Background: an optimization exercise with open tools, aiming at small area, a short achievable clock period and few clock cycles per item. Do not read the settings as production practice.
Where RTL was checked, it was by simulation tests only, not by an equivalence proof against the original.
Power figures rest on the tool's default switching activity, not on a simulated workload.

the reference run:
==> module lzss_decoder, before the edit <==
module lzss_decoder (
  input logic rst_,
  input logic clk,
  input logic literal,
  input logic data_ready,
  input logic [3*8-1:0] data_in,
  output logic new_data_ready,
  output logic data_valid,
  output logic [8-1:0] data_out
);
  localparam int WIN = 56;
  logic [7:0] hist [WIN-1:0];
  logic [7:0] rem;       
  logic       act;       
  logic       lit;       
  logic [7:0] e_byte;    
  logic [7:0] lo;        
  logic [6:0] hi;        
  logic       clr;       
  logic       accept;
  logic       in_far;
  logic       in_copy;   
  logic [7:0] nxt_rem;
  logic [5:0] nxt_dcnt;
  logic [7:0] byte_out;
  assign accept   = data_ready & new_data_ready;
  assign in_far   = (|data_in[15:6]) | (data_in[5:3] == 3'b111);
  assign in_copy  = !literal && !in_far && data_in[23:16] != 8'd0;
  assign data_out = hist[0];
  always_comb begin
    byte_out = lit ? e_byte : 8'd0;
    for (int j = 0; j < 7; j++) begin
      logic [7:0] grp;
      grp = 8'd0;
      for (int k = 0; k < 8; k++)
        grp = grp | (lo[k] ? hist[8*j+k] : 8'd0);
      byte_out = byte_out | (hi[j] ? grp : 8'd0);
    end
  end
  always_comb begin
    if (accept)
      nxt_rem = literal ? 8'd1 : (in_copy ? data_in[23:16] : 8'd0);
    else if (act)
      nxt_rem = rem - 8'd1;
    else
      nxt_rem = rem;
    nxt_dcnt = accept ? data_in[5:0] : e_byte[5:0] - 6'd1;
  end
  always_ff @(posedge clk) begin
    hist[0] <= byte_out;
    if (act) begin
      for (int i = WIN-1; i >= 1; i--) hist[i] <= hist[i-1];
    end
  end
  always_ff @(posedge clk) begin
    e_byte <= {accept ? data_in[7:6] : e_byte[7:6], nxt_dcnt};
  end
  always_ff @(posedge clk) begin
    if (!rst_) begin
      lit <= 1'b0;
      lo  <= 8'd1;
      hi  <= 7'd1;
    end else if (accept) begin
      lit <= literal;
      for (int k = 0; k < 8; k++) lo[k] <= in_copy ? data_in[2:0] == 3'(k) : k == 0;
      for (int j = 0; j < 7; j++) hi[j] <= in_copy ? data_in[5:3] == 3'(j) : (j == 0 && !literal);
    end else if (clr) begin
      lit <= 1'b0;
      lo  <= 8'd1;
      hi  <= 7'd1;
    end
  end
  always_ff @(posedge clk) begin
    if (!rst_) begin
      rem            <= '0;
      act            <= 1'b0;
      clr            <= 1'b0;
      new_data_ready <= 1'b1;
      data_valid     <= 1'b0;
    end else begin
      rem            <= nxt_rem;
      act            <= nxt_rem != 8'd0;
      clr            <= nxt_rem == 8'd1 || (nxt_rem != 8'd0 && nxt_dcnt == 6'd0);
      new_data_ready <= nxt_rem <= 8'd1;
      data_valid     <= act;
    end
  end
endmodule
Settings: LEC_CHECK=0, CAP_MARGIN=20, CORE_MARGIN=2, CORE_UTILIZATION=65, CTS_CLUSTER_DIAMETER=80, CTS_CLUSTER_SIZE=25, SETUP_SLACK_MARGIN=3.0, SLEW_MARGIN=20; clock period 5.0 ns.
run.sh (not shown) runs the stock make flow with config.mk's settings and CLKGATE_MAP_FILE= SYNTH_SCRIPT=/design/flow/synth_recipe.tcl, a recipe that flattens the netlist after the stock synthesis.
Testbench counts of the reference run, summed over its fixed seeds: cycles 20,574, bytes 20,566.
### the reference run -> the trial run
==> flow/design.v <==
`timescale 1ns / 1ps
module lzss_decoder (
  input logic rst_,
  input logic clk,
  input logic literal,
  input logic data_ready,
  input logic [3*8-1:0] data_in,
  output logic new_data_ready,
  output logic data_valid,
  output logic [8-1:0] data_out
);
  localparam int WIN = 56;
  logic       t_valid;
  logic       t_lit;       
  logic       t_copy;      
  logic [7:0] t_byte;      
  logic [7:0] t_len;
  logic [7:0] hist [WIN-1:0];
  logic [7:0]     rem;       
  logic           act;       
  logic           e_free;    
  logic           lit;       
  logic [7:0]     e_byte;    
  logic [7:0]     lo;        
  logic [6:0]     hi;        
  logic           clr;       
  logic       accept;
  logic       e_load;
  logic       in_far;
  logic       in_copy;
  logic [7:0] nxt_rem;
  logic [5:0] nxt_dcnt;
  logic       nxt_t_valid;
  logic [7:0] byte_out;
  assign accept   = data_ready & new_data_ready;
  assign e_load   = t_valid & e_free;
  assign in_far   = (|data_in[15:6]) | (data_in[5:3] == 3'b111);
  assign in_copy  = !literal && !in_far && data_in[23:16] != 8'd0;
  assign data_out = hist[0];
  always_comb begin
    byte_out = lit ? e_byte : 8'd0;
    for (int j = 0; j < 7; j++) begin
      logic [7:0] grp;
      grp = 8'd0;
      for (int k = 0; k < 8; k++)
        grp = grp | (lo[k] ? hist[8*j+k] : 8'd0);
      byte_out = byte_out | (hi[j] ? grp : 8'd0);
    end
  end
  always_comb begin
    if (e_load)
      nxt_rem = t_lit ? 8'd1 : (t_copy ? t_len : 8'd0);
    else if (act)
      nxt_rem = rem - 8'd1;
    else
      nxt_rem = rem;
    nxt_dcnt    = e_load ? t_byte[5:0] : e_byte[5:0] - 6'd1;
    nxt_t_valid = accept | (t_valid & !e_free);
  end
  always_ff @(posedge clk) begin
    if (accept) begin
      t_lit  <= literal;
      t_copy <= in_copy;
      t_byte <= data_in[7:0];
      t_len  <= data_in[23:16];
    end
  end
  always_ff @(posedge clk) begin
    hist[0] <= byte_out;
    if (act) begin
      for (int i = WIN-1; i >= 1; i--) hist[i] <= hist[i-1];
    end
  end
  always_ff @(posedge clk) begin
    e_byte <= {e_load ? t_byte[7:6] : e_byte[7:6], nxt_dcnt};
  end
  always_ff @(posedge clk) begin
    if (!rst_) begin
      lit <= 1'b0;
      lo  <= 8'd1;
      hi  <= 7'd1;
    end else if (e_load) begin
      lit <= t_lit;
      for (int k = 0; k < 8; k++) lo[k] <= t_copy ? t_byte[2:0] == 3'(k) : k == 0;
      for (int j = 0; j < 7; j++) hi[j] <= t_copy ? t_byte[5:3] == 3'(j) : (j == 0 && !t_lit);
    end else if (clr) begin
      lit <= 1'b0;
      lo  <= 8'd1;
      hi  <= 7'd1;
    end
  end
  always_ff @(posedge clk) begin
    if (!rst_) begin
      t_valid        <= 1'b0;
      rem            <= '0;
      act            <= 1'b0;
      e_free         <= 1'b1;
      clr            <= 1'b0;
      new_data_ready <= 1'b1;
      data_valid     <= 1'b0;
    end else begin
      t_valid        <= nxt_t_valid;
      rem            <= nxt_rem;
      act            <= nxt_rem != 8'd0;
      e_free         <= nxt_rem <= 8'd1;
      clr            <= nxt_rem == 8'd1 || (nxt_rem != 8'd0 && nxt_dcnt == 6'd0);
      new_data_ready <= !nxt_t_valid || nxt_rem <= 8'd1;
      data_valid     <= act;
    end
  end
endmodule
## What came out
The arrival time of the worst setup path of the trial run falls short of that of the reference run by 1.44 ns. Multi-input gate count: the trial run < the reference run. The trial run ends up with lower minimum clock period after layout than the reference run does. Wire length: lower on the trial run. Measured against each other, the reference run and the trial run differ in sequential cell area fraction in the yosys report, the lower figure coming from the reference run. Looking at proportion of power drawn by combinational gates, the trial run sits above the reference run. Between the reference run and the trial run, the violation count after the first detailed-route iteration is lower for the trial run. Of the two values seen for cell with the largest stage delay on the worst path, sky130_fd_sc_hd__dfxtp_4 was produced by the trial run and sky130_fd_sc_hd__or4_4 by the reference run. Tightest hold margin: the trial run vs the reference run — no meaningful difference. The trial run: total power of the final layout is about 20% higher than what the reference run reported. Sort the reference run and the trial run by number of stages on the worst setup path asc -> top: the trial run. The trial run ends up with higher number of tap cells inserted than the reference run does.
No functional check of the RTL was part of the trial run.

-- port drivers added, routing unchanged --
In the flow no input, the clock included, has a driving cell. The finished layouts below were timed again as built, in two steps. Step 1 (the two cells are an assumption about what drives the block):
set clk [get_ports {clk}]
set_driving_cell -lib_cell sky130_fd_sc_hd__clkbuf_16 $clk
set_driving_cell -lib_cell sky130_fd_sc_hd__buf_2 [delete_from_list [all_inputs] $clk]
Step 2 moves the port delays by t, midway between the first and last clock arrival at a register: inputs arrive t later, outputs are due t later. That takes back most of the time a late clock gives input paths. a / b / c = ideal ports / drivers / drivers and shift; a / b = the first two.
run | t (ns) | setup slack, ns | slew at the worst register clock pin (ns)
the reference run | 0.586 | 2.924 / 2.920 / 2.357 | 0.10 / 0.10
the trial run | 0.611 | 2.934 / 2.881 / 2.447 | 0.10 / 0.10
After both steps setup and hold are still met in every run listed. For the reference run, which loses most, drivers alone change the setup slack by -0.004 ns; drivers and shift together by -0.567 ns.
